This is an optimization exercise on Yosys and OpenROAD, whose aim is small area, a short achievable clock period and few clock cycles, not a production implementation. At most, simulation tests tie the RTL to the original design; equivalence was not proved. No activity file was given, so power comes from the tool's default toggle rates.

Design mips, start of the top module:
module mips(
	input clk, arst_n,
	input [31:0] instr, mem_read_data,
	output [31:0] current_inst, alu_out, mem_write_data,
	output mem_write
);
	reg  [31:2] pc_f;
	wire [31:2] pc_f4 = pc_f + 30'd1;
	wire f_j = (instr[31:26] == 6'b000010);
	wire [31:2] pc_o;
	assign current_inst = {pc_o, 2'b00};
	reg        v_d;
	reg [31:0] ir;
	reg [3:0]  rs_hi, rt_hi;
	reg [7:0]  rs_lo, rt_lo;
	wire [5:0] op = ir[31:26];
	wire [4:0] rs = ir[25:21], rt = ir[20:16], rd = ir[15:11];
	wire [5:0] fn = ir[5:0];
	wire d_r    = v_d & (op == 6'h00);
	wire d_addi = v_d & (op == 6'h08);
	wire d_lw   = v_d & (op == 6'h23);
	wire d_sw   = v_d & (op == 6'h2b);
	wire d_beq  = v_d & (op == 6'h04);
	wire f_sub  = (fn == 6'h22);
	wire f_slt  = (fn == 6'h2a);
	wire f_mul  = (fn == 6'h1c);
	wire [4:0] dst = d_r ? rd : rt;
	wire d_wr   = (d_r | d_addi | d_lw) & (dst != 5'd0);
	wire use_rs = d_r | d_addi | d_lw | d_sw | d_beq;
	wire use_rt = d_r | d_sw | d_beq;
	reg        we_m, ld_m, st_m, mul_m;
	reg        sub_m, slt_m;	 
	reg [1:0]  mstep;
	reg [23:0] acc_s, acc_c;
	reg        acc_ci;
	reg [4:0]  rd_m;
	reg [31:0] res_m, sd_m;
	wire [31:0] rf_an, rf_bn;
	wire [31:0] wb;
	wire mul_busy = mul_m & (mstep != 2'd3);
	wire wb_en = we_m & ~mul_busy;
	reg_file reg_file(.clk(clk), .we(wb_en), .hi1(rs_hi), .lo1(rs_lo), .hi2(rt_hi), .lo2(rt_lo), .a3(rd_m), .wd(wb), .rd1_n(rf_an), .rd2_n(rf_bn));
	wire hit_a = we_m & (rd_m == rs);
	wire hit_b = we_m & (rd_m == rt);
	wire [31:0] dres;	 
	wire [31:0] a = hit_a ? dres : ~rf_an;
	wire [31:0] b = hit_b ? dres : ~rf_bn;
	wire d_mul = d_r & f_mul;
	wire ld_a = ld_m & hit_a;
	wire ld_b = ld_m & hit_b;
	wire stall = mul_busy |
	             (mul_m & ((use_rs & hit_a) | (use_rt & hit_b))) |
	             (hit_a & (d_lw | d_sw)) | (ld_a & d_beq) | (ld_b & d_beq);
	wire [31:0] imm = {{16{ir[15]}}, ir[15:0]};
	wire [31:0] agu;
	wire        agu_co;
	add32n agu_add(.an(rf_an), .b(imm), .cin(1'b0), .s(agu), .co(agu_co));
	wire eq;
	eq32 beq_cmp(.a(a), .b(b), .eq(eq));
	reg pred_d;
	wire br_ok = d_beq & ~stall & ~pred_d;
	wire redirect = br_ok & eq;
	wire redirect_lo, redirect_hi;
	and2_cell rdl(.a(br_ok), .b(eq), .y(redirect_lo));
	and2_cell rdh(.a(br_ok), .b(eq), .y(redirect_hi));
	reg       jf_v, fold_d;
  ...
For scale: ~160 I/O pins.
Settings: LEC_CHECK=0, CAP_MARGIN=20, CORE_MARGIN=2, CORE_UTILIZATION=55, SLEW_MARGIN=20, SYNTH_HIERARCHICAL=1; clock period 22.0 ns.
standard.sh (not shown) runs the stock make flow with config.mk's settings and CLKGATE_MAP_FILE= SYNTH_SCRIPT=/design/flow/synth_recipe.tcl, a recipe that flattens the netlist after the stock synthesis.
==> flow/flow/run.sh <==
#!/bin/bash
# The standard ORFS flow (the standard.sh) with these changes to how the
# layout is made:
#  - timing repair is asked to leave a setup margin, so that the tools keep
#    improving paths that already meet the design's period;
#  - the port buffers are plain buffers;
#  - clock tree synthesis uses larger sink clusters and no dummy loads.
# Each step's output goes to a log of its own.
set -euo pipefail
MARGIN=${MARGIN:-16.4}
CTS="-sink_clustering_enable -repair_clock_nets -sink_clustering_size 28 -sink_clustering_max_diameter 75 -dont_use_dummy_load"
bash standard.sh synth > log_synth.txt 2>&1
for t in floorplan place cts route finish; do
  bash standard.sh SETUP_SLACK_MARGIN=$MARGIN "BUFFER_PORTS_ARGS=-buffer_cell sky130_fd_sc_hd__buf_2" "CTS_ARGS=$CTS" $t > log_$t.txt 2>&1
done
Then changed:
--- a/flow/design.v
+++ b/flow/design.v
@@ -1563,13 +1563,13 @@
 	assign dres = slt_m ? {31'd0, ~mcout} : msum;
 	wire [31:0] wb_alu = mul_m ? mprod : dres;
 	assign wb = ld_m ? mem_read_data : wb_alu;
 	wire d_sub = d_r & (f_sub | f_slt);
 	wire [31:0] sd_next = mul_busy ? mprod : d_addi ? imm : (ld_b ? mem_read_data : b) ^ {32{d_sub}};
 	wire [31:0] res_next = (d_lw | d_sw) ? agu : ld_a ? mem_read_data : a;
-	assign alu_out = res_m;
+	oreg #(32) ao_r(.clk(clk), .d(res_next), .q(alu_out));
 	oreg #(32) sd_r(.clk(clk), .d(sd_next), .q(mem_write_data));
 	assign pc_o = pc_f;
 	assign mem_write = st_m;
 	always @(posedge clk or negedge arst_n) begin
 		if (!arst_n) begin
 			pc_f <= 30'd0;
- die area grows by about 1%
- total power grows by about 1%
- synthesized cell count grows by 0.65%
- synthesized area grows by about 1%
- register-to-register slack improves by 0.15 ns
- worst setup slack improves by 0.23 ns
- non-clock buffer count shrinks by 62
- hold slack barely changes
- clock power hardly moves
- wire length grows by 2.4%
- combinational power hardly moves
No functional check of the RTL was part of any run of this note.

---

== alpha ==
Another version of the RTL of mips (not shown whole).
Size in the first run: roughly 5000 cells after synthesis.
==> flow/config.mk <==
export PLATFORM = sky130hd
export DESIGN_NAME = mips
export DESIGN_NICKNAME = mips
export VERILOG_FILES = /design/flow/design.v
export SDC_FILE = /design/flow/constraint.sdc
export NUM_CORES = 8
export LEC_CHECK = 0
export CAP_MARGIN = 20
export CORE_MARGIN = 2
export CORE_UTILIZATION = 55
export SLEW_MARGIN = 20
export SYNTH_HIERARCHICAL = 1
==> flow/constraint.sdc <==
create_clock -name core_clock -period 22.0 [get_ports {clk}]
set_input_delay 4.4000 -clock core_clock [delete_from_list [all_inputs] [get_ports {clk}]]
set_output_delay 4.4000 -clock core_clock [all_outputs]
set_load 0.01 [all_outputs]
Scripts as last shown in full above: flow/flow/run.sh
Testbench counts of alpha, summed over its fixed seeds: cycles 134,692.
> inputs changed (alpha -> beta)
--- a/flow/design.v
+++ b/flow/design.v
@@ -611,19 +611,12 @@
 	assign y = ~(s ? b : a);
 endmodule
 module oreg #(parameter W = 32) (input clk, input [W-1:0] d, output reg [W-1:0] q);
 	always @(posedge clk)
 		q <= d;
 endmodule
-module oreg_r #(parameter W = 32) (input clk, arst_n, input [W-1:0] d, output reg [W-1:0] q);
-	always @(posedge clk or negedge arst_n)
-		if (!arst_n)
-			q <= {W{1'b0}};
-		else
-			q <= d;
-endmodule
 module and2_cell(input a, b, output y);
 	assign y = a & b;
 endmodule
 module andn_cell(input a, bn, output y);
 	assign y = a & ~bn;
 endmodule
@@ -1565,13 +1558,13 @@
 	assign wb = ld_m ? mem_read_data : wb_alu;
 	wire d_sub = d_r & (f_sub | f_slt);
 	wire [31:0] sd_next = mul_busy ? mprod : d_addi ? imm : (ld_b ? mem_read_data : b) ^ {32{d_sub}};
 	wire [31:0] res_next = (d_lw | d_sw) ? agu : ld_a ? mem_read_data : a;
 	oreg #(32) ao_r(.clk(clk), .d(res_next), .q(alu_out));
 	oreg #(32) sd_r(.clk(clk), .d(sd_next), .q(mem_write_data));
-	oreg_r #(30) pc_r(.clk(clk), .arst_n(arst_n), .d(pc_next), .q(pc_o));
+	oreg #(30) pc_r(.clk(clk), .d(pc_next & {30{arst_n}}), .q(pc_o));
 	assign mem_write = st_m;
 	always @(posedge clk or negedge arst_n) begin
 		if (!arst_n) begin
 			pc_f <= 30'd0;
 			v_d <= 1'b0;
 			we_m <= 1'b0;
Findings:
- Non-clock buffer instance count of the final layout (beta vs. alpha) increases slightly
- The higher core outline area of alpha and beta is in beta.
- | register area | lower: beta |
- Overall power of the completed layout (beta vs. alpha) increases slightly
- Re met1 wire length: alpha was lower than beta.
- Compared with alpha, number of well taps in beta increased slightly.
- Routed wire length per instance: beta higher than alpha
- The more densely filled core belongs to alpha, not beta.
- Hold slack: higher on alpha
No functional check of the RTL was part of beta.

==> port drivers added, routing unchanged <==
In the flow no input, the clock included, has a driving cell. The finished layouts below were timed again as built, in two steps. Step 1 (the two cells are an assumption about what drives the block):
set clk [get_ports {clk}]
set_driving_cell -lib_cell sky130_fd_sc_hd__clkbuf_16 $clk
set_driving_cell -lib_cell sky130_fd_sc_hd__buf_2 [delete_from_list [all_inputs] $clk]
Step 2 times the ports against the registers' clock, not the clock port: input delays grow and output delays shrink by t, the midpoint of the rising clock arrivals with the driver on. Slacks: ideal / step 1 / step 2; pairs: ideal / step 1.
run | shift t [ns] | slack for setup (ns) | worst setup path at the end | worst register clock-pin slew, ns
the first run of note 1 | 0.751 | 16.082 / 16.001 / 15.942 | input to register | 0.11 / 0.11
the second run of note 1 | 0.751 | 16.312 / 16.233 / 15.895 | input to register | 0.11 / 0.11
alpha | 0.750 | 16.342 / 16.267 / 15.969 | input to register | 0.11 / 0.11
beta | 0.761 | 16.343 / 16.265 / 15.910 | input to register | 0.11 / 0.11
After both steps setup and hold are still met in every run listed. For beta, which loses most, drivers alone change the setup slack by -0.078 ns; drivers and shift together by -0.433 ns.
